Background: an optimization exercise with open tools, aiming at small area. Do not read the settings as production practice.
Where RTL was checked, it was by simulation tests only, not by an equivalence proof against the original.
Power figures rest on the tool's default switching activity, not on a simulated workload.

==> flow/design.v (excerpt) <==
module CPU(
	input clock,
	input [15:0] d_datain,
	input enable,
	input [15:0] i_datain,
	input reset,
	input start,
	output [7:0] d_addr,
	output [15:0] d_dataout,
	output d_we,
	output [7:0] i_addr
	);
For scale: roughly 1200 cells after synthesis, ~250 flip-flops, ~0.014 mm2 of cells after synthesis.
clock: 10.0 ns
lec_check: 0
cap_margin: 0
core_margin: 2
core_utilization: 40
slew_margin: 0
standard.sh (not shown) runs the stock make flow with config.mk's settings and CLKGATE_MAP_FILE= SYNTH_SCRIPT=/design/flow/synth_recipe.tcl, a recipe that flattens the netlist after the stock synthesis.
==> flow/flow/run.sh <==
#!/bin/bash
# Own layout flow: the standard flow with three changes.
#  1. Synthesis is synth_recipe.tcl unchanged except that Yosys's abc pass runs
#     flow/abc_area.script (an area-oriented mapping). abc maps only the
#     combinational logic, after the flip-flops are mapped and named, so the
#     registers are those of the standard synthesis.
#  2. Port buffers are sky130_fd_sc_hd__buf_1 instead of the default buffer.
#  3. Clock tree: clkbuf_8 buffers, sinks clustered by 20, no dummy loads.
# Each tool's output goes to a log file in the work folder.
set -euo pipefail
W=$PWD
F=$W/flow

{
	head -n 1 "$W/synth_recipe.tcl"
	cat <<EOF
proc abc {args} {
	set i [lsearch \$args -script]
	if { \$i >= 0 } { set args [lreplace \$args \$i [expr {\$i + 1}] -script $F/abc_area.script] }
	yosys abc {*}\$args
}
EOF
	tail -n +2 "$W/synth_recipe.tcl"
} > "$W/own_synth.tcl"

make -C "$FLOW_HOME" DESIGN_CONFIG="$W/config.mk" WORK_HOME="$W/orfs" CLKGATE_MAP_FILE= \
	SYNTH_SCRIPT="$W/own_synth.tcl" synth > "$W/own_synth.log" 2>&1

bash "$W/standard.sh" \
	"BUFFER_PORTS_ARGS=-buffer_cell sky130_fd_sc_hd__buf_1" \
	"CTS_ARGS=-sink_clustering_enable -repair_clock_nets -buf_list sky130_fd_sc_hd__clkbuf_8 -sink_clustering_size 20 -sink_clustering_max_diameter 70 -dont_use_dummy_load" \
	finish > "$W/own_layout.log" 2>&1
==> flow/flow/abc_area.script <==
&get -n
&st
&dch -f
&nf -a -R 1000
&put
mfs2
strash
&get -n
&st
&dch -f
&nf -a -R 1000
&put
topo
stime -c
The first run finished with timing, DRC and antenna clean.
Rerun with:
--- a/flow/design.v
+++ b/flow/design.v
@@ -106,28 +106,28 @@
 		case (op)
 			ADD, ADDC, SUB, SUBC, CMP, AND, OR, XOR: in2 = fB;
 			STORE: in2 = {12'd0, f4};
 			ADDI, SUBI, JUMP, JMPR, BZ, BNZ, BN, BNN, BC, BNC: in2 = {8'd0, imm8};
 			LDIH: in2 = {imm8, 8'd0};
 			default: in2 = 16'd0;
 		endcase
 	end
 	wire op_sub = (op == SUB) || (op == SUBI) || (op == SUBC) || (op == CMP) || (op == DEC);
 	wire op_addc = (op == ADDC) || (op == BC) || (op == BNC);
 	wire [15:0] bx = op_sub ? ~in2 : in2;
 	wire cin = (op_sub && (op != DEC)) || (op == INC) || (op_addc && cf);
-	wire [11:0] sum_lo = {1'b0, in1[10:0]} + {1'b0, bx[10:0]} + {11'd0, cin};
-	wire [5:0] sum_h0 = {1'b0, in1[15:11]} + {1'b0, bx[15:11]};
-	wire [5:0] sum_h1 = {1'b0, in1[15:11]} + {1'b0, bx[15:11]} + 6'd1;
-	wire [16:0] sum = {sum_lo[11] ? sum_h1 : sum_h0, sum_lo[10:0]};
+	wire [10:0] sum_lo = {1'b0, in1[9:0]} + {1'b0, bx[9:0]} + {10'd0, cin};
+	wire [6:0] sum_h0 = {1'b0, in1[15:10]} + {1'b0, bx[15:10]};
+	wire [6:0] sum_h1 = {1'b0, in1[15:10]} + {1'b0, bx[15:10]} + 7'd1;
+	wire [16:0] sum = {sum_lo[10] ? sum_h1 : sum_h0, sum_lo[9:0]};
 	wire cf_next = op_addc ? sum[16] : ((op == SUBC) || (op == CMP)) ? !sum[16] : 1'b0;
 	wire [3:0] k = f4;
 	wire left = (op == SLL) || (op == SLA) || (op == SLR);
 	wire [3:0] amt = left ? (4'd0 - k) : k;
 	wire [31:0] rr = {in1, in1} >> amt;
 	wire [15:0] rot = rr[15:0];
 	reg [15:0] ge;
 	integer i;
 	always @(*)
 		for (i = 0; i < 16; i = i + 1)
 			ge[i] = (i >= k);
 	wire [15:0] ger;
=> The changed run went through all stages and came out clean. Routed wire length falls by about 0.54%. Die area stays flat. Core utilization grows by 0.16 points. Fmax came out higher by about 14%. Final cell count climbs by 0.34%. Setup slack gains 1.1 ns. Power rose by 14%. Flip-flop and latch count is unchanged. Count of clock-buffer cells in the layout came out lower by 1. Area after synthesis hardly moves. Final area went up by 0.36%. Synthesized cell count hardly moves. Non-clock buffer count went up by 7. Hold slack is about the same.
No run of this note included a check of the RTL's function; only the layout flow was run.

* * *

## main
The RTL this note starts from:
==> flow/design.v <==
`timescale 1ns / 1ps
module CPU(
	input clock,
	input [15:0] d_datain,
	input enable,
	input [15:0] i_datain,
	input reset,
	input start,
	output [7:0] d_addr,
	output [15:0] d_dataout,
	output d_we,
	output [7:0] i_addr
	);
	localparam [4:0] NOP = 5'b00000, HALT = 5'b00001, LOAD = 5'b00010, STORE = 5'b00011,
		LDIH = 5'b10000, ADD = 5'b01000, ADDI = 5'b01001, ADDC = 5'b10001, SUB = 5'b10010,
		SUBI = 5'b10011, SUBC = 5'b10100, CMP = 5'b01100, AND = 5'b01101, OR = 5'b01110,
		NOT = 5'b10111, XOR = 5'b01111, SLL = 5'b00100, SRL = 5'b00110, SLA = 5'b00101,
		SRA = 5'b00111, SLR = 5'b01010, SRR = 5'b01011, JUMP = 5'b11000, JMPR = 5'b11001,
		BZ = 5'b11010, BNZ = 5'b11011, BN = 5'b11100, BNN = 5'b11101, BC = 5'b11110,
		BNC = 5'b11111, INC = 5'b10101, DEC = 5'b10110;
	reg run;
	reg [7:0] pc;
	reg [7:0] id_hi, id_lo;
	reg [7:0] ex_hi, ex_lo;
	wire [15:0] id_ir = {id_hi, id_lo};
	wire [15:0] ex_ir = {ex_hi, ex_lo};
	reg [4:0] mem_op;
	reg [2:0] mem_r1;
	reg [15:0] reg_C;
	reg cf;
	reg [15:0] smdr1;
	reg wb_wr, wb_halt;
	reg [2:0] wb_r1;
	reg [15:0] reg_C1;
	reg p_wr;
	reg [2:0] p_r1;
	reg [15:0] reg_C2;
	reg [15:0] gr [0:7];
	wire mem_load  = (mem_op == LOAD);
	wire mem_store = (mem_op == STORE);
	wire zf = (reg_C == 16'd0);
	wire nf = reg_C[15];
	wire taken = (mem_op == JUMP) || (mem_op == JMPR) ||
		((mem_op == BZ) && zf) || ((mem_op == BNZ) && !zf) ||
		((mem_op == BN) && nf) || ((mem_op == BNN) && !nf) ||
		((mem_op == BC) && cf) || ((mem_op == BNC) && !cf);
	assign i_addr = pc;
	assign d_we = mem_store;
	assign d_addr = (mem_load || mem_store) ? reg_C[7:0] : 8'd0;
	assign d_dataout = mem_store ? smdr1 : 16'd0;
	wire mem_wr = (mem_op == LOAD) || (mem_op == LDIH) || (mem_op == ADD) ||
		(mem_op == ADDI) || (mem_op == ADDC) || (mem_op == SUB) || (mem_op == SUBI) ||
		(mem_op == SUBC) || (mem_op == INC) || (mem_op == DEC) || (mem_op == AND) ||
		(mem_op == OR) || (mem_op == NOT) || (mem_op == XOR) || (mem_op == SLL) ||
		(mem_op == SRL) || (mem_op == SLA) || (mem_op == SRA) || (mem_op == SLR) ||
		(mem_op == SRR);
	wire [4:0] iop = i_datain[15:11];
	wire [2:0] ld_r = id_ir[10:8];
	wire stall = (id_ir[15:11] == LOAD) && (
		(((iop == ADD) || (iop == ADDC) || (iop == SUB) || (iop == SUBC) ||
		  (iop == OR) || (iop == XOR) || (iop == AND)) &&
		 ((ld_r == i_datain[2:0]) || (ld_r == i_datain[6:4]))) ||
		(((iop == LOAD) || (iop == STORE) || (iop == INC) || (iop == DEC) ||
		  (iop == NOT) || (iop == SLL) || (iop == SRL) || (iop == SLA) ||
		  (iop == SRA) || (iop == SLR) || (iop == SRR)) &&
		 (ld_r == i_datain[6:4])) ||
		(((iop == LDIH) || (iop == ADDI) || (iop == SUBI)) &&
		 (ld_r == i_datain[10:8])));
	wire [4:0] op = ex_ir[15:11];
	wire [2:0] r1 = ex_ir[10:8];
	wire [2:0] r2 = ex_ir[6:4];
	wire [2:0] r3 = ex_ir[2:0];
	wire [3:0] f4 = ex_ir[3:0];
	wire [7:0] imm8 = ex_ir[7:0];
	wire op_br = (op == BZ) || (op == BNZ) || (op == BN) || (op == BNN) ||
		(op == BC) || (op == BNC) || (op == JMPR);
	wire op_imm = (op == LDIH) || (op == ADDI) || (op == SUBI);
	wire op_fwdA = (op == ADD) || (op == ADDC) || (op == SUB) || (op == SUBC) ||
		(op == CMP) || (op == AND) || (op == OR) || (op == NOT) || (op == XOR) ||
		(op == INC) || (op == DEC) || (op == SLL) || (op == SRL) || (op == SLA) ||
		(op == SRA) || (op == SLR) || (op == SRR);
	wire op_fwdB = (op == ADD) || (op == ADDC) || (op == SUB) || (op == SUBC) ||
		(op == CMP) || (op == AND) || (op == OR) || (op == XOR);
	wire a_p = op_fwdA && (r2 == p_r1);
	wire a_w = op_fwdA && (r2 == wb_r1) && !a_p;
	wire a_m = ((op_fwdA && (r2 == mem_r1)) || (op_imm && (r1 == mem_r1))) && !a_p && !a_w;
	wire a_g = (op != JUMP) && !a_p && !a_w && !a_m;
	wire [2:0] ra = (op_br || op_imm) ? r1 : r2;
	wire b_p = op_fwdB && (f4 == {1'b0, p_r1});
	wire b_w = op_fwdB && (f4 == {1'b0, wb_r1}) && !b_p;
	wire b_m = op_fwdB && (f4 == {1'b0, mem_r1}) && !b_p && !b_w;
	wire b_g = !b_p && !b_w && !b_m;
	wire [2:0] rb = (op == STORE) ? r1 : r3;
	reg [15:0] in1, fB;
	integer j;
	always @(*) begin
		in1 = ({16{a_p}} & reg_C2) | ({16{a_w}} & reg_C1) | ({16{a_m}} & reg_C);
		fB = ({16{b_p}} & reg_C2) | ({16{b_w}} & reg_C1) | ({16{b_m}} & reg_C);
		for (j = 0; j < 8; j = j + 1) begin
			in1 = in1 | ({16{a_g && (ra == j)}} & gr[j]);
			fB = fB | ({16{b_g && (rb == j)}} & gr[j]);
		end
	end
	reg [15:0] in2;
	always @(*) begin
		case (op)
			ADD, ADDC, SUB, SUBC, CMP, AND, OR, XOR: in2 = fB;
			STORE: in2 = {12'd0, f4};
			ADDI, SUBI, JUMP, JMPR, BZ, BNZ, BN, BNN, BC, BNC: in2 = {8'd0, imm8};
			LDIH: in2 = {imm8, 8'd0};
			default: in2 = 16'd0;
		endcase
	end
	wire op_sub = (op == SUB) || (op == SUBI) || (op == SUBC) || (op == CMP) || (op == DEC);
	wire op_addc = (op == ADDC) || (op == BC) || (op == BNC);
	wire [15:0] bx = op_sub ? ~in2 : in2;
	wire cin = (op_sub && (op != DEC)) || (op == INC) || (op_addc && cf);
	wire [15:0] pp = in1 ^ bx;
	wire [15:0] gg = in1 & bx;
	wire [8:0] sum_lo = {1'b0, in1[7:0]} + {1'b0, bx[7:0]} + {8'd0, cin};
	wire [8:0] sum_h0 = {1'b0, in1[15:8]} + {1'b0, bx[15:8]};
	wire [8:0] sum_h1 = {1'b0, in1[15:8]} + {1'b0, bx[15:8]} + 9'd1;
	wire [16:0] sum = {sum_lo[8] ? sum_h1 : sum_h0, sum_lo[7:0]};
	wire cf_next = op_addc ? sum[16] : ((op == SUBC) || (op == CMP)) ? !sum[16] : 1'b0;
	wire [3:0] k = f4;
	wire left = (op == SLL) || (op == SLA) || (op == SLR);
	wire [3:0] amt = left ? (4'd0 - k) : k;
	wire [31:0] rr = {in1, in1} >> amt;
	wire [15:0] rot = rr[15:0];
	reg [15:0] ge;
	integer i;
	always @(*)
		for (i = 0; i < 16; i = i + 1)
			ge[i] = (i >= k);
	wire [15:0] ger;
	genvar gi;
	generate
		for (gi = 0; gi < 16; gi = gi + 1) begin : g_rev
			assign ger[gi] = ge[15 - gi];
		end
	endgenerate
	wire shl = (op == SLL) || (op == SLA);
	wire shr = (op == SRL) || (op == SRA);
	wire [15:0] shm = shl ? ge : shr ? ger : 16'hffff;
	wire [15:0] shf = ((op == SRA) && in1[15]) ? ~ger : 16'd0;
	wire [15:0] shv = (rot & shm) | shf;
	reg [3:0] tt;
	always @(*) begin
		case (op)
			AND: tt = 4'b1000;
			OR: tt = 4'b1110;
			XOR: tt = 4'b0110;
			default: tt = 4'b0011;	 
		endcase
	end
	reg [15:0] lu;
	integer li;
	always @(*)
		for (li = 0; li < 16; li = li + 1)
			lu[li] = tt[{in1[li], in2[li]}];
	reg [15:0] result;
	always @(*) begin
		case (op)
			LOAD, STORE, LDIH, ADD, ADDI, ADDC, SUB, SUBI, SUBC, CMP, INC, DEC,
			JUMP, JMPR, BZ, BNZ, BN, BNN, BC, BNC: result = sum[15:0];
			AND, OR, XOR, NOT: result = lu;
			SLL, SLA, SLR, SRR, SRL, SRA: result = shv;
			default: result = 16'd0;
		endcase
	end
	always @(posedge clock or negedge reset) begin
		if (!reset)
			run <= 1'b0;
		else if (run)
			run <= enable && !wb_halt;
		else
			run <= enable && start;
	end
	always @(posedge clock or negedge reset) begin
		if (!reset) begin
			pc <= 8'd0;
			id_hi <= 8'd0;
			ex_hi <= 8'd0;
			mem_op <= 5'd0;
			mem_r1 <= 3'd0;
			reg_C <= 16'd0;
			wb_wr <= 1'b0;
			wb_halt <= 1'b0;
			wb_r1 <= 3'd0;
		end else if (run) begin
			if (stall)
				id_hi <= 8'd0;
			else begin
				id_hi <= i_datain[15:8];
				pc <= taken ? reg_C[7:0] : pc + 8'd1;
			end
			ex_hi <= id_hi;
			mem_op <= op;
			mem_r1 <= r1;
			reg_C <= result;
			wb_wr <= mem_wr;
			wb_halt <= (mem_op == HALT);
			wb_r1 <= mem_r1;
		end
	end
	always @(posedge clock) begin
		if (run) begin
			id_lo <= i_datain[7:0];
			ex_lo <= id_lo;
			cf <= cf_next;
			smdr1 <= fB;
			reg_C1 <= mem_load ? d_datain : reg_C;
			p_wr <= wb_wr;
			p_r1 <= wb_r1;
			reg_C2 <= reg_C1;
			if (p_wr)
				gr[p_r1] <= reg_C2;
		end
	end
endmodule
==> flow/config.mk <==
export PLATFORM = sky130hd
export DESIGN_NAME = CPU
export DESIGN_NICKNAME = CPU
export VERILOG_FILES = /design/flow/design.v
export SDC_FILE = /design/flow/constraint.sdc
export NUM_CORES = 4
export LEC_CHECK = 0
export CAP_MARGIN = 20
export CORE_MARGIN = 2
export CORE_UTILIZATION = 40
export SLEW_MARGIN = 20
==> flow/constraint.sdc <==
create_clock -name core_clock -period 10.0 [get_ports {clock}]
set_input_delay 2.0000 -clock core_clock [delete_from_list [all_inputs] [get_ports {clock}]]
set_output_delay 2.0000 -clock core_clock [all_outputs]
set_load 0.01 [all_outputs]
==> flow/flow/run.sh <==
#!/bin/bash
# Own layout flow: the standard flow with three changes.
#  1. Synthesis is synth_recipe.tcl unchanged except that Yosys's abc pass runs
#     flow/abc_area.script (an area-oriented mapping). abc maps only the
#     combinational logic, after the flip-flops are mapped and named, so the
#     registers are those of the standard synthesis.
#  2. Port buffers are sky130_fd_sc_hd__buf_1 instead of the default buffer.
#  3. Clock tree: clkbuf_8 buffers, sinks clustered by 20, no dummy loads.
# Each tool's output goes to a log file in the work folder.
set -euo pipefail
W=$PWD
F=$W/flow

{
	head -n 1 "$W/synth_recipe.tcl"
	cat <<EOF
proc abc {args} {
	set i [lsearch \$args -script]
	if { \$i >= 0 } { set args [lreplace \$args \$i [expr {\$i + 1}] -script $F/abc_area.script] }
	yosys abc {*}\$args
}
EOF
	tail -n +2 "$W/synth_recipe.tcl"
} > "$W/own_synth.tcl"

make -C "$FLOW_HOME" DESIGN_CONFIG="$W/config.mk" WORK_HOME="$W/orfs" CLKGATE_MAP_FILE= \
	SYNTH_SCRIPT="$W/own_synth.tcl" synth > "$W/own_synth.log" 2>&1

bash "$W/standard.sh" \
	"BUFFER_PORTS_ARGS=-buffer_cell sky130_fd_sc_hd__buf_1" \
	"CTS_ARGS=-sink_clustering_enable -repair_clock_nets -buf_list sky130_fd_sc_hd__clkbuf_8 -sink_clustering_size 20 -sink_clustering_max_diameter 50 -dont_use_dummy_load" \
	finish > "$W/own_layout.log" 2>&1
Scripts as last shown in full above: flow/flow/abc_area.script
Changes in the feature branch relative to main:
--- a/flow/design.v
+++ b/flow/design.v
@@ -109,4 +109,6 @@
 			ADDI, SUBI, JUMP, JMPR, BZ, BNZ, BN, BNN, BC, BNC: in2 = {8'd0, imm8};
 			LDIH: in2 = {imm8, 8'd0};
+			INC, DEC: in2 = 16'd1;
+			NOT: in2 = 16'hffff;
 			default: in2 = 16'd0;
 		endcase
@@ -115,11 +117,16 @@
 	wire op_addc = (op == ADDC) || (op == BC) || (op == BNC);
 	wire [15:0] bx = op_sub ? ~in2 : in2;
-	wire cin = (op_sub && (op != DEC)) || (op == INC) || (op_addc && cf);
+	wire cin = op_sub | (op_addc & cf);
 	wire [15:0] pp = in1 ^ bx;
 	wire [15:0] gg = in1 & bx;
-	wire [8:0] sum_lo = {1'b0, in1[7:0]} + {1'b0, bx[7:0]} + {8'd0, cin};
-	wire [8:0] sum_h0 = {1'b0, in1[15:8]} + {1'b0, bx[15:8]};
-	wire [8:0] sum_h1 = {1'b0, in1[15:8]} + {1'b0, bx[15:8]} + 9'd1;
-	wire [16:0] sum = {sum_lo[8] ? sum_h1 : sum_h0, sum_lo[7:0]};
+	wire [16:0] cc;
+	assign cc[0] = cin;
+	genvar ci;
+	generate
+		for (ci = 0; ci < 16; ci = ci + 1) begin : g_rc
+			assign cc[ci + 1] = gg[ci] | (pp[ci] & cc[ci]);
+		end
+	endgenerate
+	wire [16:0] sum = {cc[16], pp ^ cc[15:0]};
 	wire cf_next = op_addc ? sum[16] : ((op == SUBC) || (op == CMP)) ? !sum[16] : 1'b0;
 	wire [3:0] k = f4;
@@ -145,18 +152,4 @@
 	wire [15:0] shf = ((op == SRA) && in1[15]) ? ~ger : 16'd0;
 	wire [15:0] shv = (rot & shm) | shf;
-	reg [3:0] tt;
-	always @(*) begin
-		case (op)
-			AND: tt = 4'b1000;
-			OR: tt = 4'b1110;
-			XOR: tt = 4'b0110;
-			default: tt = 4'b0011;	 
-		endcase
-	end
-	reg [15:0] lu;
-	integer li;
-	always @(*)
-		for (li = 0; li < 16; li = li + 1)
-			lu[li] = tt[{in1[li], in2[li]}];
 	reg [15:0] result;
 	always @(*) begin
@@ -164,5 +157,7 @@
 			LOAD, STORE, LDIH, ADD, ADDI, ADDC, SUB, SUBI, SUBC, CMP, INC, DEC,
 			JUMP, JMPR, BZ, BNZ, BN, BNN, BC, BNC: result = sum[15:0];
-			AND, OR, XOR, NOT: result = lu;
+			AND: result = in1 & in2;
+			OR: result = in1 | in2;
+			XOR, NOT: result = in1 ^ in2;
 			SLL, SLA, SLR, SRR, SRL, SRA: result = shv;
 			default: result = 16'd0;
### Flow results
Between main and the feature branch, the flow reports area taken by multi-input logic gates increasing slightly. | max-slew headroom at the worst pin | higher: the feature branch |. Cmp the feature branch vs main: area fraction of clock buffers and clock inverters lower in the feature branch. Share of the yosys chip area belonging to registers, the feature branch and main, higher one = the feature branch. Against main, the feature branch comes in 0.96 points lower on share of the final layout cell area in sequential cells. The feature branch finished every step from synthesis to the final layout, and the layout passed the timing, design-rule and antenna checks. As of the feature branch, power density normalized to cell area had fallen by more than 10% compared to main. In the reports for the feature branch and main, the larger area of all placed cells without fillers belongs to the feature branch. Comparing the feature branch and main, the higher time the worst path needs with I/O delays and setup is on the feature branch. Cmp the feature branch and main / number of standard cells in the final layout excluding fillers / higher: main.
Function not checked in the feature branch: the RTL went through the layout flow alone.

-- what the ideal ports hide --
No port has a modelled driver above. Below, the same layouts with a new extraction and two added sets of constraints.
Step 1, drivers: a clkbuf_16 drives clock and a buf_2 each remaining input, both assumed.
Step 2 adds t to the input delays and takes it off the output delays; t is the mean of the earliest and latest rising clock arrival at the registers after step 1. Input paths then give back, and output paths get back, about the clock's delay inside the block.
Slacks: ideal / step 1 / step 2; pairs: ideal / step 1.
run	t (ns)	slack for setup (ns)	pins driven straight from the clock port
the first run of note 1	0.587	1.093 / 1.093 / 1.093	1
the second run of note 1	0.580	2.195 / 2.195 / 2.195	1
main	0.647	1.790 / 1.790 / 1.790	1
the feature branch	0.619	0.187 / 0.187 / 0.187	1
After both steps setup and hold are still met in every run listed.
